Source: an optimization exercise on an open RTL-to-GDS flow (aim: small area). Production flows keep margins and buffers that such runs may drop.
At most, simulation tests tie the RTL to the original design; equivalence was not proved.
Function not checked in run 2: the RTL went through the layout flow alone.
No driver is modelled on the clock port, so clocking that relies on it looks cheaper here than on a real chip.
Power figures rest on the tool's default switching activity, not on a simulated workload.

**flow/design.v**
```verilog
module zacore_rf #(
) (
    input logic i_clk,
    input logic i_rst, 
    input logic [4:0] rs1_index,
    input logic [4:0] rs2_index,
    input logic [4:0] rd_index,
    output logic [31:0] rs1,
    output logic [31:0] rs2,
    input logic [31:0] rd,
    input logic rd_write_enable
);
logic [31:0] rf [31:1];
logic [31:0] rf_read [31:0];
always_comb begin
    rf_read[0] = 32'b0;
    for (int i = 1; i < 32; i++)
        rf_read[i] = rf[i];
end
always_comb begin
    if (rd_write_enable && (rs1_index == rd_index)) begin
        rs1 = rd;
    end else begin
        rs1 = rf_read[rs1_index];
    end
end
always_comb begin
    if (rd_write_enable && (rs2_index == rd_index)) begin
        rs2 = rd;
    end else begin
        rs2 = rf_read[rs2_index];
    end
end
always_ff @(posedge i_clk) begin
    if (i_rst) begin
    end else begin
        if (rd_write_enable && (rd_index != 5'b00000)) begin
            rf[rd_index] <= rd;
        end
    end
end
endmodule
```
**flow/config.mk**
```make
export PLATFORM = sky130hd
export DESIGN_NAME = zacore_rf
export DESIGN_NICKNAME = zacore_rf
export VERILOG_FILES = /design/flow/design.v
export SDC_FILE = /design/flow/constraint.sdc
export NUM_CORES = 4
export LEC_CHECK = 0
export CAP_MARGIN = 20
export CORE_MARGIN = 2
export CORE_UTILIZATION = 35
export SLEW_MARGIN = 20
```
**flow/run.sh**
```bash
#!/bin/bash
# synth_recipe.tcl (not shown) runs the flow's synth.tcl, then flattens the netlist and writes it again
# the make line also repeats each setting of config.mk as NAME=value (left out here)
make -C /OpenROAD-flow-scripts/flow DESIGN_CONFIG=/design/flow/config.mk WORK_HOME=/design/flow/orfs CLKGATE_MAP_FILE= SYNTH_SCRIPT=/design/flow/synth_recipe.tcl finish
```
**flow/constraint.sdc**
```tcl
create_clock -name core_clock -period 7.5 [get_ports {i_clk}]
set_input_delay 1.5000 -clock core_clock [delete_from_list [all_inputs] [get_ports {i_clk}]]
set_output_delay 1.5000 -clock core_clock [all_outputs]
set_load 0.01 [all_outputs]
```
==> run summary, run 1 <==
----------------------------------------------------
[Synth]
  Number of standard cells after synthesis ... 3208
  Post-Syn Area per Cell ... 13.9 µm²
  Number of distinct library cell variants in the gate-level netlist after synthesis ... 74
  Dominant cells by area after synthesis ... sky130_fd_sc_hd__edfxtp_1 67%, sky130_fd_sc_hd__a22oi_1 9.1%, sky130_fd_sc_hd__mux2i_1 3.4%, sky130_fd_sc_hd__and3_1 2.2%, sky130_fd_sc_hd__nand4_1 1.7%
  Syn Std Cell Area ... 44500 µm²
  Most area-hungry cell type in the Yosys netlist ... sky130_fd_sc_hd__edfxtp_1
  Dominant register cell in the synthesized netlist ... sky130_fd_sc_hd__edfxtp_1
  Area share of the leading cell type in the synthesized netlist ... between 60% and 70%
  Async set-or-reset flop fraction in the synthesized netlist ... 0%
  Number of synthesis warnings ... 2
  Portion of the post-synthesis area used by sequential elements ... 67.0%
  Number of register bits inferred by synthesis ... 992
  EDFF count, synth ... 992

[STA]
  Final setup fails ... 0
  Fmax ... between 0.1 and 0.15 GHz
  Hold WS ... 1340 ps
  Fin worst setup slack ... 198 ps
  Final worst path period share ... a little over nine tenths
  Min cycle time layout ... 7300 ps
  Final hold violations ... 0
  Slew margin rel. ... around a fifth
  Unrepaired setup endpoints after global routing ... false
  Worst-Margin Slew ... between 1000 and 1500 ps
  Setup TNS ... 0 ps
  Pins over their slew limit ... 0

[CTS]
  TritonCTS clock tree ... done
  Resize count post-CTS ... 0
  Setup Buffers After CTS ... 0
  Max clock buf depth ... 3
  Clk slew on worst S/H paths ... 60 ps
  CTS HTree Levels ... 3
  Clock root cell ... sky130_fd_sc_hd__clkbuf_16
  Clock sinks ... 992
  # hold bufs at CTS ... 0
  Inserted Clock Buffers ... 101

[Critical path]
  Crit path launch type ... input pin
  Required @ worst endpoint ... 6000 ps
  Data arrival at the endpoint of the critical path ... 5800 ps
  Crit path kind ... input pin to output pin
  Nature of the critical path endpoint ... output pin
  Highest fanout seen on the critical path ... 27

[Floorplanning]
  Die span in y ... 360 µm
  Chip Width ... 360 µm
  FP Rows ... 130
  Initial cell density of the core ... between 30% and 40%
  Ports placed on the boundary ... 114
  Floorplan core area ... 126000 µm²
  Full die area ... 130000 µm²

[Hold path]
  Path type of the worst min-delay path ... input pin to flip-flop
  Worst hold path stage count ... 1
  Hold-critical path endpoint ... rf[21][17]
  Start point of the worst hold path ... rd[17]

[Job]
  Max-cap violation count ... 0

[Routing]
  Vias per cell ... 7.46
  Detailed Route WL ... 229000 µm
  Number of nets still failing antenna checks after routing ... 0
  Average wire per cell in the routed design ... 44.1 µm
  1st-pass router iterations ... 10
  Number of remaining DRC errors ... 0
  Via count of the routed design ... 38800
  Number of DRC markers in iteration 0 ... approximately 9400

[Final layout]
  Final instance area ... 52800 µm²
  Register with the highest flop count ... rf
  Utilization after layout ... 41.9%
  Cell Count, Final, Fillers Out ... 5202
  Flip-flop count of the largest register, all copies and words added ... 992
  Proportion of layout cells with a drive suffix above 1 ... 16.2%
  Leading registers by flop count ... rf (992)
  NumNets Final ... 3494
  Relative area change from synthesis to final layout ... 18.8%

[Place]
  Post-DP HPWL ... 139000 µm
  Placement Cell Area ... 49400 µm²
  Place WS ... 535 ps
  Final GP Congestion ... 1.00
  Placed cell count ... 4986
  Port buffer count ... about 110

[GRT]
  Number of antenna violations at the first check in global routing ... 17
  Grt met2 use ... a little under half
  Aggregate global routing overflow ... 0
  Grt met3 use ... between 10% and 20%
  Wire length of the first global-routing pass ... between 300000 and 400000 µm
  Overall Global Routing Usage ... approximately 34%
  Global Route met1 Usage ... 43.7%
  Pin count of the biggest net entering global routing ... 44
  Via count of the first global-routing pass ... 34800
  Gr busiest metal ... met2

[Run status]
  Run status ... finished clean

[Pwr]
  Final Total Pwr ... 12.4 mW
  Total power divided by cell area ... 234 nW/µm²
  Lkg Pwr ... 17.4 nW
  VDD IR-drop max ... 0.000172 V

----------------------------------------------------
-- metal layers --
metal	vias to the layer above	wire, µm
li1	13900	-
met1	18800	79600
met2	4866	89600
met3	1212	41200
met4	12	18900
met5	-	79
-- Yosys cell counts (14+ instances only) --
cell / n
sky130_fd_sc_hd__o21ai_0: 59
sky130_fd_sc_hd__nand2b_1: 14
sky130_fd_sc_hd__nand3b_1: 14
sky130_fd_sc_hd__a22o_1: 80
sky130_fd_sc_hd__edfxtp_1: 992
sky130_fd_sc_hd__nand2_1: 138
sky130_fd_sc_hd__nor2b_1: 15
sky130_fd_sc_hd__a32oi_1: 26
sky130_fd_sc_hd__and3_1: 153
sky130_fd_sc_hd__nor3_1: 24
sky130_fd_sc_hd__clkbuf_1: 127
sky130_fd_sc_hd__a221oi_1: 28
sky130_fd_sc_hd__buf_2: 100
sky130_fd_sc_hd__buf_1: 16
sky130_fd_sc_hd__nand3_1: 50
sky130_fd_sc_hd__mux2i_1: 153
sky130_fd_sc_hd__o22ai_1: 51
sky130_fd_sc_hd__nor2_1: 141
sky130_fd_sc_hd__nor4_1: 41
sky130_fd_sc_hd__a21oi_1: 49
sky130_fd_sc_hd__nand4_1: 123
sky130_fd_sc_hd__a2111oi_0: 46
sky130_fd_sc_hd__a22oi_1: 539
-- placed cells by master (no fill, tap or decap), types with 70 or more instances in the layout --
| master | synthesis | routed |
|---|---|---|
| sky130_fd_sc_hd__a22o_1 | 80 | 80 |
| sky130_fd_sc_hd__a22oi_1 | 539 | 539 |
| sky130_fd_sc_hd__and3_1 | 153 | 151 |
| sky130_fd_sc_hd__buf_4 | 2 | 249 |
| sky130_fd_sc_hd__clkbuf_16 | 0 | 103 |
| sky130_fd_sc_hd__clkdlybuf4s50_1 | 0 | 96 |
| sky130_fd_sc_hd__edfxtp_1 | 992 | 992 |
| sky130_fd_sc_hd__mux2i_1 | 153 | 153 |
| sky130_fd_sc_hd__nand2_1 | 138 | 138 |
| sky130_fd_sc_hd__nand4_1 | 123 | 123 |
| sky130_fd_sc_hd__nor2_4 | 0 | 70 |
-- critical path: stages --
cell and delay, ps:
sky130_fd_sc_hd__buf_4 490, sky130_fd_sc_hd__or2_2 730, sky130_fd_sc_hd__nor2_4 70, sky130_fd_sc_hd__buf_4 300, sky130_fd_sc_hd__a2111oi_0 470, sky130_fd_sc_hd__nand3_1 160
sky130_fd_sc_hd__nor4_1 980, sky130_fd_sc_hd__buf_4 250, sky130_fd_sc_hd__o21ai_0 160, sky130_fd_sc_hd__clkdlybuf4s50_1 570
-- layout make-up --
cell class                 count  area, µm²
antenna                       21       52.6
multi-input combinational   1953      14100
timing repair buffer         386       3470
sequential                   992      29800
clock buffer                 117       2630
inverter                      10       37.5
tap                         1650       2060
clock inverter                73        628
fill                       11500      73100
-- logic make-up (layout without fill, tap and decap cells) --
| family | count (synthesis) | count (layout) | share of synthesized area, % |
|---|---|---|---|
| flip-flops | 992 | 992 | 67.0 |
| AO/OA/AOI/OAI | 988 | 988 | 16.7 |
| AND/OR/NAND/NOR | 791 | 791 | 9.76 |
| buffers and inverters | 263 | 586 | 2.65 |
| multiplexers | 164 | 164 | 3.72 |
| XOR/XNOR | 10 | 10 | 0.197 |
| other | 0 | 21 | 0 |
-- report_power, final --
| group | switching [mW] | leakage (nW) | total [mW] | internal (mW) |
|---|---|---|---|---|
| Combinational | 0.739 | 6.89 | 1.09 | 0.350 |
| Clock | 2.28 | 1.60 | 5.13 | 2.86 |
| Sequential | 0.0224 | 8.92 | 6.16 | 6.14 |
-- worst max-delay path by stage --
stage          cells past startpoint          from      end
6_report                          10  rs2_index[0]   rs2[4]
5_1_grt                           11  rs2_index[3]   rs2[4]
4_1_cts                           11  rs2_index[3]   rs2[4]
3_5_place_dp                      11  rs2_index[3]   rs2[4]
3_3_place_gp                      11  rs2_index[3]   rs2[4]
2_1_floorplan                      9  rs2_index[1]  rs2[21]
==> run 2, diff against run 1 <==
==> flow/design.v (replaced) <==
module zacore_rf #(
) (
    input logic i_clk,
    input logic i_rst, 
    input logic [4:0] rs1_index,
    input logic [4:0] rs2_index,
    input logic [4:0] rd_index,
    output logic [31:0] rs1,
    output logic [31:0] rs2,
    input logic [31:0] rd,
    input logic rd_write_enable
);
logic [31:0] rf [31:1];
logic [31:0] sel1, sel2;
logic [31:0] term [31:0];
assign sel1[0] = rd_write_enable && (rs1_index == rd_index);
assign sel2[0] = rd_write_enable && (rs2_index == rd_index);
always_comb begin
    for (int i = 1; i < 32; i++) begin
        sel1[i] = !sel1[0] && (rs1_index == 5'(i));
        sel2[i] = !sel2[0] && (rs2_index == 5'(i));
    end
end
always_comb begin
    term[0] = rd;
    for (int i = 1; i < 32; i++)
        term[i] = rf[i];
end
genvar b;
generate
    for (b = 0; b < 32; b++) begin : g_bit
        logic [31:0] col;
        for (genvar i = 0; i < 32; i++) begin : g_col
            assign col[i] = term[i][b];
        end
        zacore_rf_sel32 u_rs1 (.sel(sel1), .d(col), .y(rs1[b]));
        zacore_rf_sel32 u_rs2 (.sel(sel2), .d(col), .y(rs2[b]));
    end
endgenerate
always_ff @(posedge i_clk) begin
    if (i_rst) begin
    end else begin
        if (rd_write_enable && (rd_index != 5'b00000)) begin
            rf[rd_index] <= rd;
        end
    end
end
endmodule
module zacore_rf_sel32 (
    input  logic [31:0] sel,
    input  logic [31:0] d,
    output logic        y
);
    logic [10:0] n;
    for (genvar k = 0; k < 10; k++) begin : g_aoi
        zacore_rf_aoi222 u (
            .a1(sel[3*k]),   .a2(d[3*k]),
            .b1(sel[3*k+1]), .b2(d[3*k+1]),
            .c1(sel[3*k+2]), .c2(d[3*k+2]),
            .y(n[k]));
    end
    zacore_rf_aoi22 u_last (.a1(sel[30]), .a2(d[30]), .b1(sel[31]), .b2(d[31]), .y(n[10]));
    assign y = ~&n;
endmodule
module zacore_rf_aoi222 (
    input  logic a1, a2, b1, b2, c1, c2,
    output logic y
);
    assign y = ~((a1 & a2) | (b1 & b2) | (c1 & c2));
endmodule
module zacore_rf_aoi22 (
    input  logic a1, a2, b1, b2,
    output logic y
);
    assign y = ~((a1 & a2) | (b1 & b2));
endmodule
--- a/flow/config.mk
+++ b/flow/config.mk
@@ -9,3 +9,4 @@
 export CORE_MARGIN = 2
-export CORE_UTILIZATION = 35
+export CORE_UTILIZATION = 55
 export SLEW_MARGIN = 20
+export SYNTH_HIERARCHICAL = 1
==> run summary, run 2 <==
----------------------------------------------------
[Synth]
  Number of synthesis warnings ... 8
  Number of distinct library cell variants in the gate-level netlist after synthesis ... 31
  Simple-gate portion of the synthesized area ... 4.99%
  Dominant cells by area after synthesis ... sky130_fd_sc_hd__edfxtp_1 75%, sky130_fd_sc_hd__a222oi_1 16%, sky130_fd_sc_hd__nand4_1 2.0%, sky130_fd_sc_hd__a22oi_2 2.0%, sky130_fd_sc_hd__or3_1 1.1%
  Number of standard cells after synthesis ... 2141
  Portion of the post-synthesis area used by sequential elements ... roughly three quarters
  EDFF count, synth ... 992
  Dominant register cell in the synthesized netlist ... sky130_fd_sc_hd__edfxtp_1
  Syn Std Cell Area ... slightly below 40000 µm²
  Combinational family with the most area after synthesis ... compound AO/OA/AOI/OAI gates
  Post-Syn Area per Cell ... between 15 and 20 µm²
  Fraction of the mapped netlist area in compound gates ... 19.4%
  Top post-synthesis cells by count ... 992 x sky130_fd_sc_hd__edfxtp_1, 640 x sky130_fd_sc_hd__a222oi_1, 130 x sky130_fd_sc_hd__nand4_1
  Area share of the leading cell type in the synthesized netlist ... 75.0%
  Most frequently used cell type in the post-synthesis netlist ... sky130_fd_sc_hd__edfxtp_1
  Most area-hungry cell type in the Yosys netlist ... sky130_fd_sc_hd__edfxtp_1
  Adder-Cell Fraction of Synth Area ... 0%
  Async set-or-reset flop fraction in the synthesized netlist ... 0%
  Number of register bits inferred by synthesis ... 992
  Mux contribution to synthesized area ... 0%
  Area share of xor/xnor cells in the synthesized design ... 0.220%

[Routing]
  Vias per cell ... around 8.5
  Via count of the routed design ... approximately 30000
  Number of nets still failing antenna checks after routing ... 0
  Number of DRC markers in iteration 0 ... 8231
  Number of remaining DRC errors ... 0
  Average wire per cell in the routed design ... about 44 µm
  1st-pass router iterations ... 13
  Detailed Route WL ... 155000 µm

[Pwr]
  Total power divided by cell area ... 249 nW/µm²
  Share of power burned in the clock network ... around two fifths
  Proportion of total power due to net switching ... between 20 and 25%
  Logic pwr share ... 6.7%
  Flop pwr share ... between 50% and 60%
  Power Internal ... roughly 9.2 mW
  Lkg Pwr ... 14.4 nW
  NetSw ... between 2 and 3 mW
  Final Total Pwr ... between 10 and 15 mW
  VDD IR-drop max ... around 0.00019 V

[Critical path]
  Required @ worst endpoint ... approximately 6000 ps
  Highest fanout seen on the critical path ... 32
  Crit path largest cell delay ... 730 ps
  Critical Path Slowest Stage Cell ... sky130_fd_sc_hd__nor4_4
  Nature of the critical path endpoint ... output pin
  Crit path kind ... input pin to output pin
  Critical path startpoint ... rd_index[3]
  Dominant delay contributor by cell family on the critical path ... buffers and inverters
  Most numerous cell on the critical path ... sky130_fd_sc_hd__clkdlybuf4s50_1
  Crit path launch type ... input pin
  Worst setup path end ... rs1[26]
  List of cells traversed by the critical path ... clkdlybuf4s50_1, xor2_1, nor4_4, buf_12, a211oi_4, buf_4, a222oi_1, nand4_1, or3_1, clkdlybuf4s50_1
  Buffers & Inverters on Critical Path ... 4
  Data arrival at the endpoint of the critical path ... 5690 ps
  Path length in cells of the critical path ... 10

[Floorplanning]
  Full die area ... 74400 µm²
  Ports placed on the boundary ... 114
  Chip Width ... 273 µm
  Floorplan core area ... 71500 µm²
  Die span in y ... 273 µm
  FP Rows ... 98
  Initial cell density of the core ... a little under three fifths

[Final layout]
  Leading registers by flop count ... rf (992)
  Flip-flop count of the largest register, all copies and words added ... 992
  Register with the highest flop count ... rf
  Proportion of layout cells with a drive suffix above 1 ... 18.8%
  Leading cell type in the layout, fill and taps excluded ... sky130_fd_sc_hd__edfxtp_1
  Commonest cells after routing, fill and taps aside ... 992 x sky130_fd_sc_hd__edfxtp_1, 640 x sky130_fd_sc_hd__a222oi_1, 156 x sky130_fd_sc_hd__buf_4, 130 x sky130_fd_sc_hd__nand4_1, 108 x sky130_fd_sc_hd__clkdlybuf4s50_1
  Relative area change from synthesis to final layout ... 19.4%
  NumNets Final ... 2544

[GRT]
  Pin count of the biggest net entering global routing ... 34
  Via count of the first global-routing pass ... 29600
  Aggregate global routing overflow ... 0
  Wire length of the first global-routing pass ... 213000 µm
  Number of antenna violations at the first check in global routing ... 8
  Overall Global Routing Usage ... 41.1%

[CTS]
  Clk slew on worst S/H paths ... 70 ps
  # hold bufs at CTS ... 0
  Max clock buf depth ... 3
  Clock sinks ... 992
  Clock root cell ... sky130_fd_sc_hd__clkbuf_16
  Inserted Clock Buffers ... 98
  TritonCTS clock tree ... done
  CTS HTree Levels ... 3
  Resize count post-CTS ... 0
  Setup Buffers After CTS ... 0

[STA]
  Min cycle time layout ... around 7200 ps
  Slew margin rel. ... 16.4%
  Setup TNS ... 0 ps
  Fmax ... 0.139 GHz
  Final hold violations ... 0
  Final setup fails ... 0
  Fin worst setup slack ... 307 ps
  Final worst path period share ... 95.9%
  Worst-Margin Slew ... 1250 ps
  Unrepaired setup endpoints after global routing ... false
  Pins over their slew limit ... 0

[Run status]
  Run status ... finished clean

[Place]
  Post-DP HPWL ... 88900 µm
  Final GP Congestion ... 0.918
  Place WS ... 434 ps
  Port buffer count ... 113

[Hold path]
  Path type of the worst min-delay path ... input pin to flip-flop

[Job]
  Max-cap violation count ... 0

----------------------------------------------------
[run 2: changes by cell type after synthesis, sizes merged, moves of 42 or more]
cell     change
nand2      -130
a2111oi     -42
or3         +63
mux2i      -153
a22o        -80
clkbuf     -118
a21oi       -43
nor2       -112
and3       -155
o22ai       -51
o21ai       -62
a22oi      -475
buf        -104
a222oi     +635
[run 2: through the flow]
| step | hold WS, ps | cells | utilization [%] | instance area, µm² |
|---|---|---|---|---|
| 4_1_cts | 1650 | 3521 | 66.3 | 47400 |
| 5_1_grt | 1400 | 3525 | 66.4 | 47400 |
| 3_3_place_gp | 2330 | 3335 | 61.8 | 44200 |
| 6_report | 1370 | 3526 | 66.4 | 47400 |
| 3_5_place_dp | 2340 | 3341 | 61.9 | 44300 |
| 2_1_floorplan | 1600 | 2141 | - | 39700 |
[run 2: area by class of cell]
cell class	count	area, µm²
Antenna cell	2	5.00
Clock buffer	119	2590
Clock inverter	61	531
Fill cell	4834	24100
Multi-Input combinational cell	1118	10800
Sequential cell	992	29800
Tap cell	950	1190
Timing Repair Buffer	284	2570
[run 2: Yosys stat by module (local to each module, per instance)]
module,flip-flops and latches,cell area (µm²),times used,cells inside
zacore_rf,992,31000,1,1181
zacore_rf_aoi22,0,12.5,64,1
zacore_rf_aoi222,0,10.0,640,1
zacore_rf_sel32,0,23.8,64,4
[run 2: power by group through the flow]
| stage | Sequential [mW] | Combinational, mW | Clock (mW) |
|---|---|---|---|
| floorplan | 6.27 | 0.279 | 0 |
| global placement | 6.27 | 0.756 | 0 |
| detailed placement | 6.27 | 0.770 | 0 |
| CTS | 6.16 | 0.771 | 4.85 |
| global route | 6.16 | 0.815 | 5.08 |
| finish | 6.16 | 0.796 | 4.85 |
[run 2: logic make-up after synthesis]
family | after synthesis
and+or+nand+nor | 342
xor gates and xnor gates | 10
AOI/OAI and AO/OA | 766
buffers and inverters | 31
DFF | 992
[run 2: metal layers]
layer,part of all wire [%],wire [µm],vias up,global-route usage [%]
li1,-,-,11400,-
met1,34,53000,14900,54.4
met2,44,67500,2952,60.0
met3,18,27600,509,17.0
met4,4.4,6860,8,17.8
met5,0.030,46,-,1.09
[run 2: how the worst min path moves through the flow]
stage / from / endpoint / slack [ps] / depth (start not counted)
global placement: rd[16] / rf[30][16] / 2330 / 2
global route: rd[29] / rf[27][29] / 1400 / 1
CTS: rd[16] / rf[25][16] / 1650 / 2
finish: rd[29] / rf[7][29] / 1370 / 1
detailed placement: rd[16] / rf[25][16] / 2340 / 2
floorplan: rd[0] / rf[10][0] / 1600 / 0
==> run 3, diff against run 2 <==
--- a/flow/design.v
+++ b/flow/design.v
@@ -15,10 +15,14 @@
 logic [31:0] term [31:0];
+logic [31:1] wdec, dec1, dec2;
+always_comb begin
+    for (int i = 1; i < 32; i++) begin
+        wdec[i] = rd_write_enable && (rd_index == 5'(i));
+        dec1[i] = (rs1_index == 5'(i));
+        dec2[i] = (rs2_index == 5'(i));
+        sel1[i] = dec1[i] && !wdec[i];
+        sel2[i] = dec2[i] && !wdec[i];
+    end
+end
 assign sel1[0] = rd_write_enable && (rs1_index == rd_index);
 assign sel2[0] = rd_write_enable && (rs2_index == rd_index);
-always_comb begin
-    for (int i = 1; i < 32; i++) begin
-        sel1[i] = !sel1[0] && (rs1_index == 5'(i));
-        sel2[i] = !sel2[0] && (rs2_index == 5'(i));
-    end
-end
 always_comb begin
==> flow/flow/run.sh (new file) <==
#!/bin/bash
# The standard ORFS layout (standard.sh, standard synthesis) with these
# layout changes:
#  - cells that synthesis sized up start at size _1 (flow/downsize.tcl), and
#    ABC's buffers are removed instead of sizing gates on wire-load timing;
#  - port buffers use the smallest buffer;
#  - clock tree: clkbuf_8 only, clusters of up to 16 sinks within 60 um, no
#    dummy loads.
# The make/ORFS output goes to standard.log; each ORFS step keeps its own log
# under orfs/logs.
set -euo pipefail
here=$(pwd)
bash standard.sh \
  "PRE_FLOORPLAN_TCL=$here/flow/downsize.tcl" \
  "REMOVE_ABC_BUFFERS=1" \
  "BUFFER_PORTS_ARGS=-buffer_cell sky130_fd_sc_hd__buf_1" \
  "CTS_ARGS=-sink_clustering_enable -repair_clock_nets -dont_use_dummy_load -buf_list sky130_fd_sc_hd__clkbuf_8 -sink_clustering_size 16 -sink_clustering_max_diameter 60" \
  finish > standard.log 2>&1
==> flow/flow/downsize.tcl (new file) <==
# Before floorplanning: set every combinational cell that synthesis sized up
# back to its smallest (_1) variant of the same function. Later repair steps
# size up again only where placement-based timing, slew or load need it.
set db [ord::get_db]
set block [ord::get_db_block]
set n 0
foreach inst [$block getInsts] {
  set name [[$inst getMaster] getName]
  if {[regexp {^(sky130_fd_sc_hd__[a-z0-9]+)_([0-9]+)$} $name -> base size] && $size > 1} {
    set small [$db findMaster ${base}_1]
    if {$small != "NULL"} {
      $inst swapMaster $small
      incr n
    }
  }
}
puts "downsize.tcl: set $n instances to their _1 variant"
==> flow/standard.sh (new file) <==
#!/bin/bash
# synth_recipe.tcl (not shown) runs the flow's synth.tcl, then flattens the netlist and writes it again
# the make line also repeats each setting of config.mk as NAME=value (left out here)
make -C /OpenROAD-flow-scripts/flow DESIGN_CONFIG=/design/flow/config.mk WORK_HOME=/design/flow/orfs CLKGATE_MAP_FILE= SYNTH_SCRIPT=/design/flow/synth_recipe.tcl "${@:-finish}"
--- a/flow/config.mk
+++ b/flow/config.mk
@@ -9,3 +9,3 @@
 export CORE_MARGIN = 2
-export CORE_UTILIZATION = 55
+export CORE_UTILIZATION = 50
 export SLEW_MARGIN = 20
removed: flow/run.sh
==> run summary, run 3 <==
----------------------------------------------------
[Routing]
  Number of nets still failing antenna checks after routing ... 0
  Topmost layer with routed signal wires ... met4
  Average wire per cell in the routed design ... 43.7 µm
  Number of remaining DRC errors ... 0
  Met2 layer wire length in the routed design ... 70200 µm
  Via count of the routed design ... a little under 30000
  Met1 wire length ... about 50000 µm
  Detailed Route WL ... 154000 µm
  1st-pass router iterations ... 12
  Number of DRC markers in iteration 0 ... 7432
  Met3 wire length ... around 24000 µm
  Vias per cell ... ~8.4

[Critical path]
  Crit path largest cell delay ... 620 ps
  Required @ worst endpoint ... roughly 6000 ps
  Buffers & Inverters on Critical Path ... 3
  Crit path kind ... input pin to output pin
  Dominant delay contributor by cell family on the critical path ... simple AND/OR/NAND/NOR gates
  Nature of the critical path endpoint ... output pin
  Data arrival at the endpoint of the critical path ... 4890 ps
  Crit path launch type ... input pin
  Highest fanout seen on the critical path ... 32
  List of cells traversed by the critical path ... buf_1, nand4b_1, nor2_1, nor3_2, buf_4, a222oi_1, nand4_1, or3_1, buf_1
  Most numerous cell on the critical path ... sky130_fd_sc_hd__buf_1
  Critical Path Slowest Stage Cell ... sky130_fd_sc_hd__buf_1
  Path length in cells of the critical path ... 9

[Final layout]
  Filler instances ... 6098
  Final instance area ... approximately 44000 µm²
  Flip-flop count of the largest register, all copies and words added ... 992
  Utilization after layout ... 56.4%
  Leading registers by flop count ... rf (992)
  Leading cell type in the layout, fill and taps excluded ... sky130_fd_sc_hd__edfxtp_1
  Proportion of layout cells with a drive suffix above 1 ... 13.6%
  NumNets Final ... around 2500
  Register with the highest flop count ... rf
  Cell Count, Final, Fillers Out ... approximately 3500
  Commonest cells after routing, fill and taps aside ... 992 x sky130_fd_sc_hd__edfxtp_1, 640 x sky130_fd_sc_hd__a222oi_1, 166 x sky130_fd_sc_hd__buf_4, 129 x sky130_fd_sc_hd__nand4_1, 110 x sky130_fd_sc_hd__buf_1

[CTS]
  Clock root cell ... sky130_fd_sc_hd__clkbuf_8
  Resize count post-CTS ... 0
  Clk slew on worst S/H paths ... 110 ps
  Inserted Clock Buffers ... 75
  CTS HTree Levels ... 3
  TritonCTS clock tree ... done
  # hold bufs at CTS ... 0
  Max clock buf depth ... 3
  Setup Buffers After CTS ... 0
  Clock sinks ... 992

[Floorplanning]
  Full die area ... a little over 80000 µm²
  Ports placed on the boundary ... 114
  Chip Width ... approximately 280 µm
  Die span in y ... 284 µm
  FP Rows ... 102
  Initial cell density of the core ... 50.7%
  Floorplan core area ... ~78000 µm²

[Place]
  Placement Cell Area ... 42700 µm²
  Port buffer count ... 113
  Post-DP HPWL ... 87600 µm
  Place WS ... approximately 1200 ps
  Final GP Congestion ... around 0.96
  Placed cell count ... 3456

[Pwr]
  Final Total Pwr ... 9.35 mW
  Proportion of total power due to net switching ... roughly 23%
  NetSw ... 2.15 mW
  Share of power burned in the clock network ... between 20% and 30%
  VDD IR-drop max ... 0.000126 V
  Power Internal ... 7.20 mW
  Flop pwr share ... 65.7%
  Total power divided by cell area ... 214 nW/µm²
  Lkg Pwr ... ~13 nW
  Logic pwr share ... 6.8%

[STA]
  Min cycle time layout ... 6390 ps
  Setup TNS ... 0 ps
  Slew margin rel. ... 22.0%
  Fin worst setup slack ... roughly 1100 ps
  Worst-Margin Slew ... 1160 ps
  Hold WS ... around 1300 ps
  Final setup fails ... 0
  Pins over their slew limit ... 0
  Final hold violations ... 0
  Final worst path period share ... 85.3%
  Fmax ... 0.156 GHz
  Unrepaired setup endpoints after global routing ... false

[GRT]
  Number of antenna violations at the first check in global routing ... 6
  Via count of the first global-routing pass ... 29200
  Aggregate global routing overflow ... 0
  Pin count of the biggest net entering global routing ... 34
  Overall Global Routing Usage ... 37.2%
  Wire length of the first global-routing pass ... ~210000 µm

[Hold path]
  Worst hold path stage count ... 2
  Path type of the worst min-delay path ... input pin to flip-flop

[Synth]
  Number of standard cells after synthesis ... 2163
  Number of synthesis warnings ... 10

[Run status]
  Run status ... finished clean

[Job]
  Max-cap violation count ... 0

----------------------------------------------------
-- run 3: power by group through the flow --
stage	Sequential (mW)	Combinational [mW]	Clock, mW
floorplan	6.27	0.248	0
global placement	6.27	0.600	0
detailed placement	6.27	0.608	0
CTS	6.14	0.611	2.58
global route	6.15	0.649	2.77
finish	6.15	0.631	2.57
-- run 3: final timing paths --
path / from / end / slack (ps)
worst min-delay path: rd[22] / rf[12][22] / 1270
worst max-delay path: rd_index[4] / rs1[1] / 1110
-- run 3: cell type report --
class                   instances  area [µm²]  share of cell area (%)
multi-input cells            1145        9930                    22.7
diodes                          5        12.5                  0.0286
repair buffers                280        1690                    3.87
clock buffers                  75        1030                    2.36
flip-flops and latches        992       29800                    68.1
well taps                    1040        1300                    2.97
-- run 3: layer usage --
metal | global-route usage (%) | vias up
met2 | 57.3 | 2924
met5 | 0 | -
li1 | - | 11300
met4 | 21.0 | 0
met3 | 12.4 | 565
met1 | 46.4 | 14800
==> run 4, diff against run 3 <==
--- a/flow/design.v
+++ b/flow/design.v
@@ -15,11 +15,18 @@
 logic [31:0] term [31:0];
-logic [31:1] wdec, dec1, dec2;
+logic [3:0]  hi1, hi2;
+logic [7:0]  lo1, lo2;
+logic [31:1] nwdec;
 always_comb begin
-    for (int i = 1; i < 32; i++) begin
-        wdec[i] = rd_write_enable && (rd_index == 5'(i));
-        dec1[i] = (rs1_index == 5'(i));
-        dec2[i] = (rs2_index == 5'(i));
-        sel1[i] = dec1[i] && !wdec[i];
-        sel2[i] = dec2[i] && !wdec[i];
+    for (int g = 0; g < 4; g++) begin
+        hi1[g] = (rs1_index[4:3] == 2'(g));
+        hi2[g] = (rs2_index[4:3] == 2'(g));
     end
+    for (int l = 0; l < 8; l++) begin
+        lo1[l] = (rs1_index[2:0] == 3'(l));
+        lo2[l] = (rs2_index[2:0] == 3'(l));
+    end
+end
+always_comb begin
+    for (int i = 1; i < 32; i++)
+        nwdec[i] = !(rd_write_enable && (rd_index == 5'(i)));
 end
@@ -27,2 +34,8 @@
 assign sel2[0] = rd_write_enable && (rs2_index == rd_index);
+generate
+    for (genvar i = 1; i < 32; i++) begin : g_sel
+        zacore_rf_and3 u_sel1 (.a(hi1[i / 8]), .b(lo1[i % 8]), .c(nwdec[i]), .y(sel1[i]));
+        zacore_rf_and3 u_sel2 (.a(hi2[i / 8]), .b(lo2[i % 8]), .c(nwdec[i]), .y(sel2[i]));
+    end
+endgenerate
 always_comb begin
@@ -80 +93,7 @@
 endmodule
+module zacore_rf_and3 (
+    input  logic a, b, c,
+    output logic y
+);
+    assign y = a & b & c;
+endmodule
==> run summary, run 4 <==
----------------------------------------------------
[CTS]
  Clock root cell ... sky130_fd_sc_hd__clkbuf_8
  Setup Buffers After CTS ... 0
  Resize count post-CTS ... 0
  Max clock buf depth ... 3
  # hold bufs at CTS ... 0
  Clk slew on worst S/H paths ... 90 ps
  CTS HTree Levels ... 3
  Clock sinks ... 992
  TritonCTS clock tree ... done
  Inserted Clock Buffers ... just over 80

[STA]
  Final setup fails ... 0
  Min cycle time layout ... 6450 ps
  Final hold violations ... 0
  Pins over their slew limit ... 0
  Fmax ... 0.155 GHz
  Unrepaired setup endpoints after global routing ... false
  Hold WS ... about 1300 ps
  Fin worst setup slack ... 1050 ps
  Setup TNS ... 0 ps
  Worst-Margin Slew ... between 1000 and 1500 ps
  Final worst path period share ... a little under nine tenths
  Slew margin rel. ... 11.8%

[Hold path]
  Start point of the worst hold path ... rd[31]
  Worst hold path stage count ... 2
  Hold-critical path endpoint ... rf[30][31]
  Path type of the worst min-delay path ... input pin to flip-flop

[Critical path]
  Required @ worst endpoint ... 6000 ps
  Crit path largest cell delay ... 640 ps
  List of cells traversed by the critical path ... buf_1, nand2_1, nor3_1, nand2_1, and3_2, a222oi_1, nand4_1, or3_1, buf_1
  Nature of the critical path endpoint ... output pin
  Crit path launch type ... input pin
  Crit path kind ... input pin to output pin
  Critical Path Slowest Stage Cell ... sky130_fd_sc_hd__and3_2
  Data arrival at the endpoint of the critical path ... roughly 5000 ps
  Highest fanout seen on the critical path ... 32

[Pwr]
  Lkg Pwr ... 13.0 nW
  Total power divided by cell area ... approximately 220 nW/µm²
  VDD IR-drop max ... 0.000147 V

[Routing]
  Number of DRC markers in iteration 0 ... ~8100
  Detailed Route WL ... 161000 µm
  1st-pass router iterations ... 14
  Average wire per cell in the routed design ... 46.2 µm
  Number of nets still failing antenna checks after routing ... 0
  Vias per cell ... about 8.6
  Number of remaining DRC errors ... 0
  Via count of the routed design ... about 30000

[Place]
  Final GP Congestion ... 0.966
  Post-DP HPWL ... 90800 µm
  Placement Cell Area ... 42200 µm²
  Place WS ... about 1200 ps
  Port buffer count ... 113

[Floorplanning]
  Initial cell density of the core ... 50.6%
  Chip Width ... 285 µm
  Full die area ... around 81000 µm²
  Die span in y ... ~280 µm
  Floorplan core area ... slightly below 80000 µm²
  FP Rows ... 102
  Ports placed on the boundary ... 114

[Final layout]
  Commonest cells after routing, fill and taps aside ... 992 x sky130_fd_sc_hd__edfxtp_1, 640 x sky130_fd_sc_hd__a222oi_1, 128 x sky130_fd_sc_hd__nand4_1, 111 x sky130_fd_sc_hd__buf_1, 105 x sky130_fd_sc_hd__buf_4
  Multi-input combinational cell area ... a little under 10000 µm²
  Final instance area ... between 40000 and 50000 µm²
  Register with the highest flop count ... rf
  Flip-flop count of the largest register, all copies and words added ... between 900 and 1000
  Filler instances ... 6034
  Register area ... between 20000 and 30000 µm²
  Leading registers by flop count ... rf (992)
  Proportion of layout cells with a drive suffix above 1 ... 11.7%
  NumNets Final ... 2500
  Leading cell type in the layout, fill and taps excluded ... sky130_fd_sc_hd__edfxtp_1

[Synth]
  Dominant cells by area after synthesis ... sky130_fd_sc_hd__edfxtp_1 75%, sky130_fd_sc_hd__a222oi_1 16%, sky130_fd_sc_hd__a22oi_2 2.0%, sky130_fd_sc_hd__nand4_1 2.0%, sky130_fd_sc_hd__and3_1 1.0%
  Async set-or-reset flop fraction in the synthesized netlist ... 0%
  Dominant register cell in the synthesized netlist ... sky130_fd_sc_hd__edfxtp_1
  Number of standard cells after synthesis ... about 2200
  Number of synthesis warnings ... 8
  Number of distinct library cell variants in the gate-level netlist after synthesis ... 32
  Yosys synthesis chip area ... between 30000 and 40000 µm²
  Top post-synthesis cells by count ... 992 x sky130_fd_sc_hd__edfxtp_1, 640 x sky130_fd_sc_hd__a222oi_1, 128 x sky130_fd_sc_hd__nand4_1
  Area share of the leading cell type in the synthesized netlist ... between 70% and 80%
  Most area-hungry cell type in the Yosys netlist ... sky130_fd_sc_hd__edfxtp_1
  Number of register bits inferred by synthesis ... 992
  Portion of the post-synthesis area used by sequential elements ... between 70% and 80%
  EDFF count, synth ... 992
  Most frequently used cell type in the post-synthesis netlist ... sky130_fd_sc_hd__edfxtp_1

[GRT]
  Via count of the first global-routing pass ... 29100
  Wire length of the first global-routing pass ... 218000 µm
  Pin count of the biggest net entering global routing ... 34
  Number of antenna violations at the first check in global routing ... 3
  Aggregate global routing overflow ... 0
  Overall Global Routing Usage ... 38.7%

[Job]
  Max-cap violation count ... 0

[Run status]
  Run status ... finished clean

----------------------------------------------------
run 4: cell types whose count changed in the layout (fill, tap and decap cells not counted), sizes merged, moves of 5 or more:
cell    change
and3       +64
nor3       -62
buf        -57
nand2      +29
nor2       -14
nor4        -7
nand3b      -6
nor2b       +6
clkbuf      +5
nor3b       +5
run 4: how the worst max path moves through the flow:
stage / endpoint / start / cells after the start / slack, ps
floorplan: rs1[0] / rd_write_enable / 7 / 2650
CTS: rs2[26] / rd_index[1] / 9 / 1190
finish: rs2[26] / rd_index[1] / 9 / 1050
global route: rs2[26] / rd_index[1] / 9 / 990
detailed placement: rs2[26] / rd_index[1] / 9 / 1210
global placement: rs2[26] / rd_index[1] / 9 / 1230
run 4: cells by family (layout without fill, tap and decap cells):
logic type	after synthesis	count (layout)	synth area share [%]
flip-flops	992	992	75.0
AND/OR/NAND/NOR	439	439	6.41
AO/OA/AOI/OAI	704	704	18.1
XOR/XNOR	10	10	0.221
buffers and inverters	18	303	0.221
other	0	1	0
run 4: Yosys stat by module, one instance, submodules excluded:
module,flops+latches,cell area (µm²),times used,cells inside
zacore_rf_aoi222,0,10.0,640,1
zacore_rf_and3,0,6.26,62,1
zacore_rf_sel32,0,23.8,64,4
zacore_rf,992,30600,1,1141
zacore_rf_aoi22,0,12.5,64,1
run 4: critical path: cells and delay by family:
| family | cells | cell delay [ps] |
|---|---|---|
| and+or+nand+nor | 6 | 2350 |
| AOI/OAI and AO/OA | 1 | 500 |
| buffers and inverters | 2 | 540 |
run 4: layout make-up:
| cell class | instances | share of cell area, % |
|---|---|---|
| diodes | 1 | 0.00578 |
| clock buffers | 81 | 2.57 |
| multi-input cells | 1153 | 22.6 |
| flip-flops and latches | 992 | 68.8 |
| well taps | 1040 | 3.00 |
| repair buffers | 222 | 3.01 |
run 4: per-layer routing:
layer | vias to the layer above | global-route usage (%) | share of wire, %
met4 | 2 | 27.0 | 8.0
met1 | 14800 | 47.9 | 32
li1 | 11200 | - | -
met2 | 3184 | 59.1 | 45
met3 | 698 | 10.9 | 15
met5 | - | 0 | 0.0081
run 4: report_power, final:
| part | switching (mW) | internal [mW] |
|---|---|---|
| Clock | 1.69 | 0.968 |
| Combinational | 0.462 | 0.167 |
| Sequential | 0.0175 | 6.13 |
| Total | 2.17 | 7.26 |
run 4: per-stage QoR:
step                      power, mW  util [%]  cells
final                          9.44      55.7   3489
after detailed placement       6.87      54.2   3406
after CTS                      9.42      55.7   3487
after floorplan                6.52         -   2145
after global routing           9.66      55.7   3489
after global placement         6.86      54.2   3405
==> run 5, diff against run 4 <==
--- a/flow/flow/run.sh
+++ b/flow/flow/run.sh
@@ -7,3 +7,5 @@
 #  - clock tree: clkbuf_8 only, clusters of up to 16 sinks within 60 um, no
-#    dummy loads.
+#    dummy loads;
+#  - after global routing, gates off the critical paths are sized down again
+#    (ORFS's power recovery on all paths with positive slack).
 # The make/ORFS output goes to standard.log; each ORFS step keeps its own log
@@ -17,2 +19,3 @@
   "CTS_ARGS=-sink_clustering_enable -repair_clock_nets -dont_use_dummy_load -buf_list sky130_fd_sc_hd__clkbuf_8 -sink_clustering_size 16 -sink_clustering_max_diameter 60" \
+  "RECOVER_POWER=100" \
   finish > standard.log 2>&1
--- a/flow/config.mk
+++ b/flow/config.mk
@@ -9,3 +9,3 @@
 export CORE_MARGIN = 2
-export CORE_UTILIZATION = 50
+export CORE_UTILIZATION = 60
 export SLEW_MARGIN = 20
==> run summary, run 5 <==
----------------------------------------------------
[Final layout]
  Commonest cells after routing, fill and taps aside ... 992 x sky130_fd_sc_hd__edfxtp_1, 640 x sky130_fd_sc_hd__a222oi_1, 128 x sky130_fd_sc_hd__nand4_1, 102 x sky130_fd_sc_hd__buf_1, 80 x sky130_fd_sc_hd__clkbuf_1
  Final instance area ... 42500 µm²
  Flip-flop count of the largest register, all copies and words added ... about 990
  Utilization after layout ... 65.7%
  Register with the highest flop count ... rf
  Leading cell type in the layout, fill and taps excluded ... sky130_fd_sc_hd__edfxtp_1
  Cell Count, Final, Fillers Out ... ~3300
  Proportion of layout cells with a drive suffix above 1 ... 7.15%
  NumNets Final ... 2487
  Filler instances ... 4633
  Leading registers by flop count ... rf (992)

[Critical path]
  Crit path launch type ... input pin
  Data arrival at the endpoint of the critical path ... 5550 ps
  Crit path largest cell delay ... 920 ps
  Critical Path Slowest Stage Cell ... sky130_fd_sc_hd__and3_1
  Required @ worst endpoint ... 6000 ps
  Highest fanout seen on the critical path ... 24
  Crit path kind ... input pin to output pin
  Nature of the critical path endpoint ... output pin
  List of cells traversed by the critical path ... clkbuf_1, nand2b_1, nor2_1, nand2_1, and3_1, buf_4, a222oi_1, nand4_1, or3_1, buf_1

[Routing]
  Number of nets still failing antenna checks after routing ... 0
  1st-pass router iterations ... 17
  Number of remaining DRC errors ... 0
  Detailed Route WL ... 161000 µm
  Average wire per cell in the routed design ... 48.9 µm
  Vias per cell ... 9.31
  Via count of the routed design ... 30700
  Number of DRC markers in iteration 0 ... around 9700

[Synth]
  Combinational family with the most area after synthesis ... compound AO/OA/AOI/OAI gates
  Most area-hungry cell type in the Yosys netlist ... sky130_fd_sc_hd__edfxtp_1
  Dominant register cell in the synthesized netlist ... sky130_fd_sc_hd__edfxtp_1
  Adder-Cell Fraction of Synth Area ... 0%
  Yosys synthesis chip area ... slightly below 40000 µm²
  Fraction of the mapped netlist area in compound gates ... 18.1%
  Async set-or-reset flop fraction in the synthesized netlist ... 0%
  Portion of the post-synthesis area used by sequential elements ... between 70% and 80%
  Number of distinct library cell variants in the gate-level netlist after synthesis ... 32
  Number of standard cells after synthesis ... 2163
  Most frequently used cell type in the post-synthesis netlist ... sky130_fd_sc_hd__edfxtp_1
  Number of synthesis warnings ... 8
  Area share of the leading cell type in the synthesized netlist ... 75.0%
  Dominant cells by area after synthesis ... sky130_fd_sc_hd__edfxtp_1 75%, sky130_fd_sc_hd__a222oi_1 16%, sky130_fd_sc_hd__a22oi_2 2.0%, sky130_fd_sc_hd__nand4_1 2.0%, sky130_fd_sc_hd__and3_1 1.0%
  Simple-gate portion of the synthesized area ... 6.41%
  Top post-synthesis cells by count ... 992 x sky130_fd_sc_hd__edfxtp_1, 640 x sky130_fd_sc_hd__a222oi_1, 128 x sky130_fd_sc_hd__nand4_1
  Number of register bits inferred by synthesis ... ~990
  Mux contribution to synthesized area ... 0%
  EDFF count, synth ... ~990
  Area share of xor/xnor cells in the synthesized design ... 0.221%

[STA]
  Final worst path period share ... 94.0%
  Final hold violations ... 0
  Setup TNS ... 0 ps
  Worst-Margin Slew ... 3810 ps
  Pins over their slew limit ... between 1000 and 1500
  Unrepaired setup endpoints after global routing ... false
  Slew margin rel. ... -154%
  Final setup fails ... 0
  Hold WS ... 1210 ps
  Fmax ... 0.142 GHz
  Min cycle time layout ... 7050 ps

[Place]
  Placement Cell Area ... 41900 µm²
  Placed cell count ... 3217
  Post-DP HPWL ... ~90000 µm
  Port buffer count ... 113
  Final GP Congestion ... 0.940

[CTS]
  # hold bufs at CTS ... 0
  Clock root cell ... sky130_fd_sc_hd__clkbuf_8
  Inserted Clock Buffers ... between 70 and 80
  Clock sinks ... roughly 990
  Max clock buf depth ... 3
  Setup Buffers After CTS ... 0
  TritonCTS clock tree ... done
  CTS HTree Levels ... 3
  Clk slew on worst S/H paths ... 90 ps
  Resize count post-CTS ... 0

[Floorplanning]
  Initial cell density of the core ... between 60% and 70%
  Ports placed on the boundary ... 114
  FP Rows ... 93
  Full die area ... 67700 µm²
  Die span in y ... 260 µm
  Floorplan core area ... 64700 µm²
  Chip Width ... 260 µm

[Hold path]
  Path type of the worst min-delay path ... input pin to flip-flop
  Hold-critical path endpoint ... rf[12][26]
  Start point of the worst hold path ... rd[26]
  Worst hold path stage count ... 1

[Run status]
  Fail Reasons ... max-capacitance violations, max-slew violations
  Run status ... complete, but fails checks

[Job]
  Max-cap violation count ... 65

[GRT]
  Aggregate global routing overflow ... 0
  Pin count of the biggest net entering global routing ... 34
  Overall Global Routing Usage ... 47.1%
  Wire length of the first global-routing pass ... 218000 µm
  Number of antenna violations at the first check in global routing ... 4
  Via count of the first global-routing pass ... 29700

[Pwr]
  VDD IR-drop max ... 0.000187 V
  Lkg Pwr ... 12.6 nW
  Total power divided by cell area ... 219 nW/µm²

----------------------------------------------------
run 5: worst max-delay path, delay by kind of cell:
family,cells,cell delay (ps)
simple gates,6,2270
compound gates,1,650
buf+inv,3,1130
run 5: final cells by class:
| class | instances | area, µm² | area share [%] |
|---|---|---|---|
| antenna | 5 | 12.5 | 0.0294 |
| tap | 855 | 1070 | 2.52 |
| multi-input combinational | 1153 | 9660 | 22.7 |
| sequential | 992 | 29800 | 70.1 |
| timing repair buffer | 218 | 988 | 2.33 |
| clock buffer | 72 | 991 | 2.33 |
run 5: through the flow:
step | power (mW) | setup WS [ps]
floorplan | 6.52 | 2650
global placement | 6.86 | 1120
detailed placement | 6.87 | 1210
CTS | 9.24 | 1210
global route | 9.48 | 529
finish | 9.31 | 453
run 5: report_power, final:
part	internal, mW	total (mW)	switching, mW	leakage (nW)
registers	6.14	6.15	0.0177	8.92
clock network	0.865	2.54	1.67	0.518
logic	0.158	0.621	0.463	3.16
run 5: layer usage:
layer	share of wire [%]	track usage, %	wire length (µm)	up-vias
li1	-	-	-	11200
met1	31	60.1	49300	14800
met2	42	67.5	68000	3824
met3	19	19.0	31100	862
met4	7.8	29.4	12600	2
met5	0.0062	0	10	-
run 5: worst max path at each step:
stage | start | endpoint | slack, ps | cells after the start
floorplan | rd_write_enable | rs1[0] | 2650 | 7
global placement | rd_index[0] | rs1[9] | 1120 | 10
detailed placement | rd_index[0] | rs1[9] | 1210 | 10
CTS | rd_index[0] | rs1[9] | 1210 | 10
global route | rd_index[0] | rs1[31] | 530 | 10
finish | rd_index[0] | rs1[9] | 450 | 10
run 5: logic make-up (layout without fill, tap and decap cells):
family,after synthesis,count (layout)
XOR/XNOR,10,10
AND/OR/NAND/NOR,439,439
flip-flops,992,992
buffers and inverters,18,290
AO/OA/AOI/OAI,704,704
other,0,5
run 5: modules after synthesis (local to each module, per instance):
module / cells / flip-flops and latches / copies in the design / area (µm²)
zacore_rf: 1141 / 992 / 1 / 30600
zacore_rf_aoi22: 1 / 0 / 64 / 12.5
zacore_rf_sel32: 4 / 0 / 64 / 23.8
zacore_rf_and3: 1 / 0 / 62 / 6.26
zacore_rf_aoi222: 1 / 0 / 640 / 10.0
==> run 6, diff against run 5 <==
--- a/flow/flow/run.sh
+++ b/flow/flow/run.sh
@@ -8,4 +8,4 @@
 #    dummy loads;
-#  - after global routing, gates off the critical paths are sized down again
-#    (ORFS's power recovery on all paths with positive slack).
+#  - after clock tree synthesis, cells are sized down where setup slack and
+#    20 % slew and capacitance margins allow (flow/shrink.tcl).
 # The make/ORFS output goes to standard.log; each ORFS step keeps its own log
@@ -19,3 +19,3 @@
   "CTS_ARGS=-sink_clustering_enable -repair_clock_nets -dont_use_dummy_load -buf_list sky130_fd_sc_hd__clkbuf_8 -sink_clustering_size 16 -sink_clustering_max_diameter 60" \
-  "RECOVER_POWER=100" \
+  "POST_CTS_TCL=$here/flow/shrink.tcl" \
   finish > standard.log 2>&1
==> flow/flow/shrink.tcl (new file) <==
# Size combinational cells down where timing, slew and load limits allow.
# Greedy, one instance at a time on placement parasitics: try the smallest
# variant of the same function first and keep the first one that holds
# setup slack >= 0.3 ns and 20 % slew and capacitance margins (or the
# design's margin before the pass, if that is already smaller).
set_propagated_clock [all_clocks]
estimate_parasitics -placement
set db [ord::get_db]
set block [ord::get_db_block]
set sizes {0 1 2 3 4 6 8 12 16}
proc shrink_ok {slew0 cap0} {
  if {[sta::worst_slack -max] < 0.3} { return 0 }
  if {[sta::max_slew_check_slack_limit] < min(0.2, $slew0)} { return 0 }
  if {[sta::max_capacitance_check_slack_limit] < min(0.2, $cap0)} { return 0 }
  return 1
}
set slew0 [sta::max_slew_check_slack_limit]
set cap0 [sta::max_capacitance_check_slack_limit]
set area0 0; set area1 0; set n 0
foreach inst [$block getInsts] {
  set m [$inst getMaster]
  set name [$m getName]
  if {![regexp {^sky130_fd_sc_hd__([a-z0-9]+)_([0-9]+)$} $name -> base size]} { continue }
  if {[string match clk* $base] || [string match *df* $base] || [string match tap* $base]} { continue }
  set a [expr {[$m getWidth] * [$m getHeight]}]
  set cands {}
  foreach s $sizes {
    if {$s == $size} { continue }
    set c [$db findMaster sky130_fd_sc_hd__${base}_$s]
    if {$c == "NULL"} { continue }
    set ca [expr {[$c getWidth] * [$c getHeight]}]
    if {$ca < $a} { lappend cands [list $ca $c] }
  }
  if {$cands == {}} { continue }
  set iname [$inst getName]
  foreach cc [lsort -real -index 0 $cands] {
    set c [lindex $cc 1]
    replace_cell [get_cells $iname] [get_lib_cells */[$c getName]]
    if {[shrink_ok $slew0 $cap0]} {
      set area0 [expr {$area0 + $a}]; set area1 [expr {$area1 + [lindex $cc 0]}]; incr n
      break
    }
    replace_cell [get_cells $iname] [get_lib_cells */$name]
  }
}
puts [format "shrink.tcl: %d instances sized down, %.1f -> %.1f um2; worst slack %.3f, slew margin %.3f, cap margin %.3f" $n [expr {$area0/1e6}] [expr {$area1/1e6}] [sta::worst_slack -max] [sta::max_slew_check_slack_limit] [sta::max_capacitance_check_slack_limit]]
==> run summary, run 6 <==
----------------------------------------------------
[Critical path]
  Crit path launch type ... input pin
  Dominant delay contributor by cell family on the critical path ... simple AND/OR/NAND/NOR gates
  Critical Path Slowest Stage Cell ... sky130_fd_sc_hd__a222oi_1
  Path length in cells of the critical path ... 10
  List of cells traversed by the critical path ... buf_1, nand2b_1, nor2_1, nand2_1, and3_2, buf_1, a222oi_1, nand4_1, or3_1, buf_1
  Data arrival at the endpoint of the critical path ... approximately 5300 ps
  Most numerous cell on the critical path ... sky130_fd_sc_hd__buf_1
  Crit path kind ... input pin to output pin
  Nature of the critical path endpoint ... output pin
  Highest fanout seen on the critical path ... 24
  Crit path largest cell delay ... between 700 and 800 ps
  Buffers & Inverters on Critical Path ... 3
  Required @ worst endpoint ... approximately 6000 ps

[Routing]
  1st-pass router iterations ... 14
  Number of nets still failing antenna checks after routing ... 0
  Number of remaining DRC errors ... 0
  Via count of the routed design ... 30700
  Vias per cell ... 9.32
  Average wire per cell in the routed design ... 48.9 µm
  Detailed Route WL ... 161000 µm
  Number of DRC markers in iteration 0 ... 9439

[GRT]
  Number of antenna violations at the first check in global routing ... 5
  Wire length of the first global-routing pass ... 218000 µm
  Pin count of the biggest net entering global routing ... 34
  Aggregate global routing overflow ... 0
  Via count of the first global-routing pass ... 29800
  Overall Global Routing Usage ... 47.0%

[Floorplanning]
  Ports placed on the boundary ... 114
  Chip Width ... 260 µm
  Floorplan core area ... 64700 µm²
  FP Rows ... 93
  Initial cell density of the core ... 60.8%
  Full die area ... 67700 µm²
  Die span in y ... 260 µm

[Synth]
  Number of synthesis warnings ... 8
  Dominant register cell in the synthesized netlist ... sky130_fd_sc_hd__edfxtp_1
  Area share of the leading cell type in the synthesized netlist ... 75.0%
  EDFF count, synth ... 992
  Portion of the post-synthesis area used by sequential elements ... 75.0%
  Number of standard cells after synthesis ... 2163
  Number of register bits inferred by synthesis ... 992
  Top post-synthesis cells by count ... 992 x sky130_fd_sc_hd__edfxtp_1, 640 x sky130_fd_sc_hd__a222oi_1, 128 x sky130_fd_sc_hd__nand4_1
  Number of distinct library cell variants in the gate-level netlist after synthesis ... 32
  Dominant cells by area after synthesis ... sky130_fd_sc_hd__edfxtp_1 75%, sky130_fd_sc_hd__a222oi_1 16%, sky130_fd_sc_hd__a22oi_2 2.0%, sky130_fd_sc_hd__nand4_1 2.0%, sky130_fd_sc_hd__and3_1 1.0%
  Yosys synthesis chip area ... about 40000 µm²
  Most area-hungry cell type in the Yosys netlist ... sky130_fd_sc_hd__edfxtp_1
  Async set-or-reset flop fraction in the synthesized netlist ... 0%
  Most frequently used cell type in the post-synthesis netlist ... sky130_fd_sc_hd__edfxtp_1

[STA]
  Slew margin rel. ... around a tenth
  Worst-Margin Slew ... 1340 ps
  Final setup fails ... 0
  Fmax ... 0.147 GHz
  Min cycle time layout ... 6810 ps
  Unrepaired setup endpoints after global routing ... false
  Final hold violations ... 0
  Pins over their slew limit ... 0
  Final worst path period share ... 90.8%
  Setup TNS ... 0 ps
  Fin worst setup slack ... 689 ps

[CTS]
  Clock sinks ... approximately 990
  TritonCTS clock tree ... done
  Clk slew on worst S/H paths ... 100 ps

[Final layout]
  Proportion of layout cells with a drive suffix above 1 ... 9.16%
  Commonest cells after routing, fill and taps aside ... 992 x sky130_fd_sc_hd__edfxtp_1, 640 x sky130_fd_sc_hd__a222oi_1, 128 x sky130_fd_sc_hd__nand4_1, 128 x sky130_fd_sc_hd__buf_1, 78 x sky130_fd_sc_hd__buf_2
  Flip-flop count of the largest register, all copies and words added ... 992
  Leading registers by flop count ... rf (992)
  Leading cell type in the layout, fill and taps excluded ... sky130_fd_sc_hd__edfxtp_1
  NumNets Final ... 2486
  Register with the highest flop count ... rf
  Cell Count, Final, Fillers Out ... 3290
  Final instance area ... around 43000 µm²

[Place]
  Placed cell count ... 3217
  Place WS ... 1210 ps
  Port buffer count ... 113
  Placement Cell Area ... about 42000 µm²
  Post-DP HPWL ... 87500 µm
  Final GP Congestion ... 0.940

[Hold path]
  Worst hold path stage count ... 1
  Path type of the worst min-delay path ... input pin to flip-flop

[Pwr]
  Share of power burned in the clock network ... 27.2%
  Flop pwr share ... 66.1%
  NetSw ... around 2.2 mW
  Power Internal ... 7.15 mW
  Total power divided by cell area ... 219 nW/µm²
  Proportion of total power due to net switching ... 23.1%
  Lkg Pwr ... between 10 and 15 nW
  VDD IR-drop max ... 0.000186 V
  Logic pwr share ... 6.7%

[Job]
  Max-cap violation count ... 0

[Run status]
  Run status ... finished clean

----------------------------------------------------
run 6: per-module statistics from Yosys, one instance, submodules excluded:
module | times used | flip-flops and latches | area, µm²
zacore_rf | 1 | 992 | 30600
zacore_rf_and3 | 62 | 0 | 6.26
zacore_rf_aoi22 | 64 | 0 | 12.5
zacore_rf_aoi222 | 640 | 0 | 10.0
zacore_rf_sel32 | 64 | 0 | 23.8
run 6: cells by family (layout without fill, tap and decap cells):
family | count (synthesis) | after routing | synth area share [%]
XOR/XNOR | 10 | 10 | 0.221
AND/OR/NAND/NOR | 439 | 439 | 6.41
flip-flops | 992 | 992 | 75.0
AO/OA/AOI/OAI | 704 | 704 | 18.1
other | 0 | 1 | 0
buffers and inverters | 18 | 289 | 0.221
run 6: final cells by class:
| class | instances | area (µm²) |
|---|---|---|
| tap | 855 | 1070 |
| sequential | 992 | 29800 |
| antenna | 1 | 2.50 |
| fill | 4634 | 22200 |
| clock buffer | 72 | 991 |
| timing repair buffer | 217 | 948 |
| multi-input combinational | 1153 | 9700 |
run 6: through the flow:
step	total power [mW]	utilization, %	hold slack [ps]
finish	9.30	65.7	1210
global route	9.47	65.7	1200
floorplan	6.52	-	1600
global placement	6.86	64.7	1850
detailed placement	6.87	64.8	1890
run 6: per-layer routing:
layer | global-route usage (%) | vias up | routed length, µm
met5 | 0 | - | 42
met2 | 67.2 | 3700 | 68200
li1 | - | 11200 | -
met4 | 30.1 | 6 | 12100
met1 | 59.8 | 14900 | 49700
met3 | 18.9 | 828 | 30900
run 6: final timing paths:
kind         from   endpoint  slack, ps
max   rd_index[0]     rs1[9]        690
min        rd[24]  rf[2][24]       1210
run 6: power by group through the flow:
stage               combinational, mW  clock [mW]  sequential, mW
floorplan                       0.245           0            6.27
global placement                0.589           0            6.27
detailed placement              0.598           0            6.27
global route                    0.628        2.69            6.15
finish                          0.622        2.53            6.15
==> run 7, diff against run 6 <==
--- a/flow/config.mk
+++ b/flow/config.mk
@@ -9,3 +9,3 @@
 export CORE_MARGIN = 2
-export CORE_UTILIZATION = 60
+export CORE_UTILIZATION = 65
 export SLEW_MARGIN = 20
==> run summary, run 7 <==
----------------------------------------------------
[STA]
  Final hold violations ... 0
  Slew margin rel. ... 17.9%
  Hold WS ... approximately 1200 ps
  Fmax ... 0.143 GHz
  Fin worst setup slack ... 505 ps
  Final worst path period share ... 93.3%
  Unrepaired setup endpoints after global routing ... false
  Worst-Margin Slew ... 1230 ps
  Min cycle time layout ... between 6000 and 7000 ps
  Pins over their slew limit ... 0
  Final setup fails ... 0
  Setup TNS ... 0 ps

[Place]
  Place WS ... 1140 ps
  Final GP Congestion ... 1.08
  Port buffer count ... 113
  Post-DP HPWL ... around 77000 µm

[GRT]
  Number of antenna violations at the first check in global routing ... 18
  Aggregate global routing overflow ... 0
  Via count of the first global-routing pass ... 28100
  Pin count of the biggest net entering global routing ... 34
  Wire length of the first global-routing pass ... ~190000 µm
  Overall Global Routing Usage ... 43.1%

[Floorplanning]
  Die span in y ... 250 µm
  FP Rows ... 90
  Floorplan core area ... between 60000 and 70000 µm²
  Chip Width ... 250 µm
  Ports placed on the boundary ... between 100 and 150
  Initial cell density of the core ... 65.5%
  Full die area ... 62500 µm²

[Final layout]
  Leading registers by flop count ... rf (992)
  Proportion of layout cells with a drive suffix above 1 ... under 10%
  Utilization after layout ... 70.1%
  Leading cell type in the layout, fill and taps excluded ... sky130_fd_sc_hd__edfxtp_1
  Flip-flop count of the largest register, all copies and words added ... 992
  Register with the highest flop count ... rf
  Commonest cells after routing, fill and taps aside ... 992 x sky130_fd_sc_hd__edfxtp_1, 640 x sky130_fd_sc_hd__a222oi_1, 128 x sky130_fd_sc_hd__nand4_1, 119 x sky130_fd_sc_hd__buf_1, 74 x sky130_fd_sc_hd__buf_2
  NumNets Final ... around 2500

[Synth]
  Number of synthesis warnings ... 8
  Portion of the post-synthesis area used by sequential elements ... 75.0%
  Dominant cells by area after synthesis ... sky130_fd_sc_hd__edfxtp_1 75%, sky130_fd_sc_hd__a222oi_1 16%, sky130_fd_sc_hd__a22oi_2 2.0%, sky130_fd_sc_hd__nand4_1 2.0%, sky130_fd_sc_hd__and3_1 1.0%
  Most frequently used cell type in the post-synthesis netlist ... sky130_fd_sc_hd__edfxtp_1
  Dominant register cell in the synthesized netlist ... sky130_fd_sc_hd__edfxtp_1
  Number of distinct library cell variants in the gate-level netlist after synthesis ... 32
  Number of register bits inferred by synthesis ... 992
  EDFF count, synth ... 992
  Top post-synthesis cells by count ... 992 x sky130_fd_sc_hd__edfxtp_1, 640 x sky130_fd_sc_hd__a222oi_1, 128 x sky130_fd_sc_hd__nand4_1
  Number of standard cells after synthesis ... between 2000 and 2500
  Most area-hungry cell type in the Yosys netlist ... sky130_fd_sc_hd__edfxtp_1
  Async set-or-reset flop fraction in the synthesized netlist ... 0%
  Area share of the leading cell type in the synthesized netlist ... 75.0%
  Yosys synthesis chip area ... 39700 µm²

[Job]
  Max-cap violation count ... 0

[Critical path]
  Critical Path Slowest Stage Cell ... sky130_fd_sc_hd__and3_1
  Nature of the critical path endpoint ... output pin
  Crit path launch type ... input pin
  Data arrival at the endpoint of the critical path ... between 5000 and 6000 ps
  Highest fanout seen on the critical path ... 18
  Required @ worst endpoint ... roughly 6000 ps
  Dominant delay contributor by cell family on the critical path ... simple AND/OR/NAND/NOR gates
  Crit path kind ... input pin to output pin
  Buffers & Inverters on Critical Path ... 3
  Most numerous cell on the critical path ... sky130_fd_sc_hd__buf_1
  Crit path largest cell delay ... 1000 ps
  List of cells traversed by the critical path ... buf_1, nor3b_1, and3_1, buf_1, a222oi_1, nand4_1, or3_1, buf_1

[Routing]
  Detailed Route WL ... 137000 µm
  Vias per cell ... about 9
  Via count of the routed design ... 29400
  Number of nets still failing antenna checks after routing ... 0
  Number of remaining DRC errors ... 0
  Number of DRC markers in iteration 0 ... 9382
  1st-pass router iterations ... 17
  Average wire per cell in the routed design ... 42.7 µm

[CTS]
  TritonCTS clock tree ... done
  Clock sinks ... ~990
  Clk slew on worst S/H paths ... 90 ps

[Pwr]
  Final Total Pwr ... 9.25 mW
  Total power divided by cell area ... 219 nW/µm²
  Lkg Pwr ... 12.7 nW
  VDD IR-drop max ... 0.000208 V

[Run status]
  Run status ... finished clean

[Hold path]
  Path type of the worst min-delay path ... input pin to flip-flop

----------------------------------------------------
-- run 7: kinds of logic after synthesis --
| family | after synthesis | synth area share [%] |
|---|---|---|
| flops | 992 | 75.0 |
| buf+inv | 18 | 0.221 |
| compound gates | 704 | 18.1 |
| simple gates | 439 | 6.41 |
| xor+xnor | 10 | 0.221 |
-- run 7: power breakdown --
part,leakage (nW),internal [mW],total (mW),switching [mW]
clock,0.518,0.865,2.47,1.61
sequential,8.92,6.13,6.15,0.0181
combinational,3.30,0.156,0.631,0.475
-- run 7: modules after synthesis (local to each module, per instance) --
module	area [µm²]	copies in the design	flip-flops and latches
zacore_rf_and3	6.26	62	0
zacore_rf_sel32	23.8	64	0
zacore_rf_aoi22	12.5	64	0
zacore_rf	30600	1	992
zacore_rf_aoi222	10.0	640	0
-- run 7: worst paths after layout --
kind / start / end / slack, ps / depth (start not counted)
hold / removal: rd[25] / rf[17][25] / 1230 / 1
setup / recovery: rs1_index[2] / rs1[25] / 510 / 8
-- run 7: per-layer routing --
layer / routed length, µm / GRT usage (%) / up-vias
li1: - / - / 11200
met1: 43000 / 58.7 / 14200
met2: 59900 / 63.7 / 3482
met3: 26800 / 15.2 / 598
met4: 6860 / 18.5 / 10
met5: 68 / 0 / -
-- run 7: cell type report --
cell class	count	area (µm²)
fillers	3949	18000
clock buffers	72	991
well taps	782	978
diodes	6	15.0
multi-input cells	1153	9560
flip-flops and latches	992	29800
repair buffers	197	840
-- run 7: through the flow --
stage / area (µm²) / std cells
3_3_place_gp: 41600 / 3124
5_1_grt: 42200 / 3198
3_5_place_dp: 41600 / 3124
6_report: 42200 / 3202
2_1_floorplan: 39300 / 2145

[re-timing with driven ports]
In the flow no input, the clock included, has a driving cell. The finished layouts below were timed again as built, in two steps. Step 1 sets driving cells, clkbuf_16 on the clock port and buf_2 on the other inputs (assumed; they add their load-dependent delay and slew). Step 2 also shifts input and output timing later by t, the mid clock arrival at the registers, as if the neighbouring blocks saw the same clock. a / b / c = ideal / step 1 / step 2; a / b = the first two.
run | t (ns) | setup slack, ns | worst setup path at the end | worst register clock-pin slew, ns
run 1 | 0.760 | 0.198 / 0.171 / 0.171 | input to output | 0.07 / 0.07
run 2 | 0.728 | 0.307 / 0.276 / 0.276 | input to output | 0.07 / 0.07
run 3 | 0.749 | 1.106 / 1.060 / 1.060 | input to output | 0.11 / 0.11
run 4 | 0.757 | 1.046 / 1.021 / 1.021 | input to output | 0.11 / 0.11
run 5 | 0.758 | 0.453 / 0.424 / 0.424 | input to output | 0.11 / 0.11
run 6 | 0.761 | 0.689 / 0.662 / 0.662 | input to output | 0.11 / 0.11
run 7 | 0.726 | 0.505 / 0.475 / 0.475 | input to output | 0.11 / 0.11
The setup slack of run 3, which loses most, moves by -0.046 ns with the drivers and by -0.046 ns with both steps.
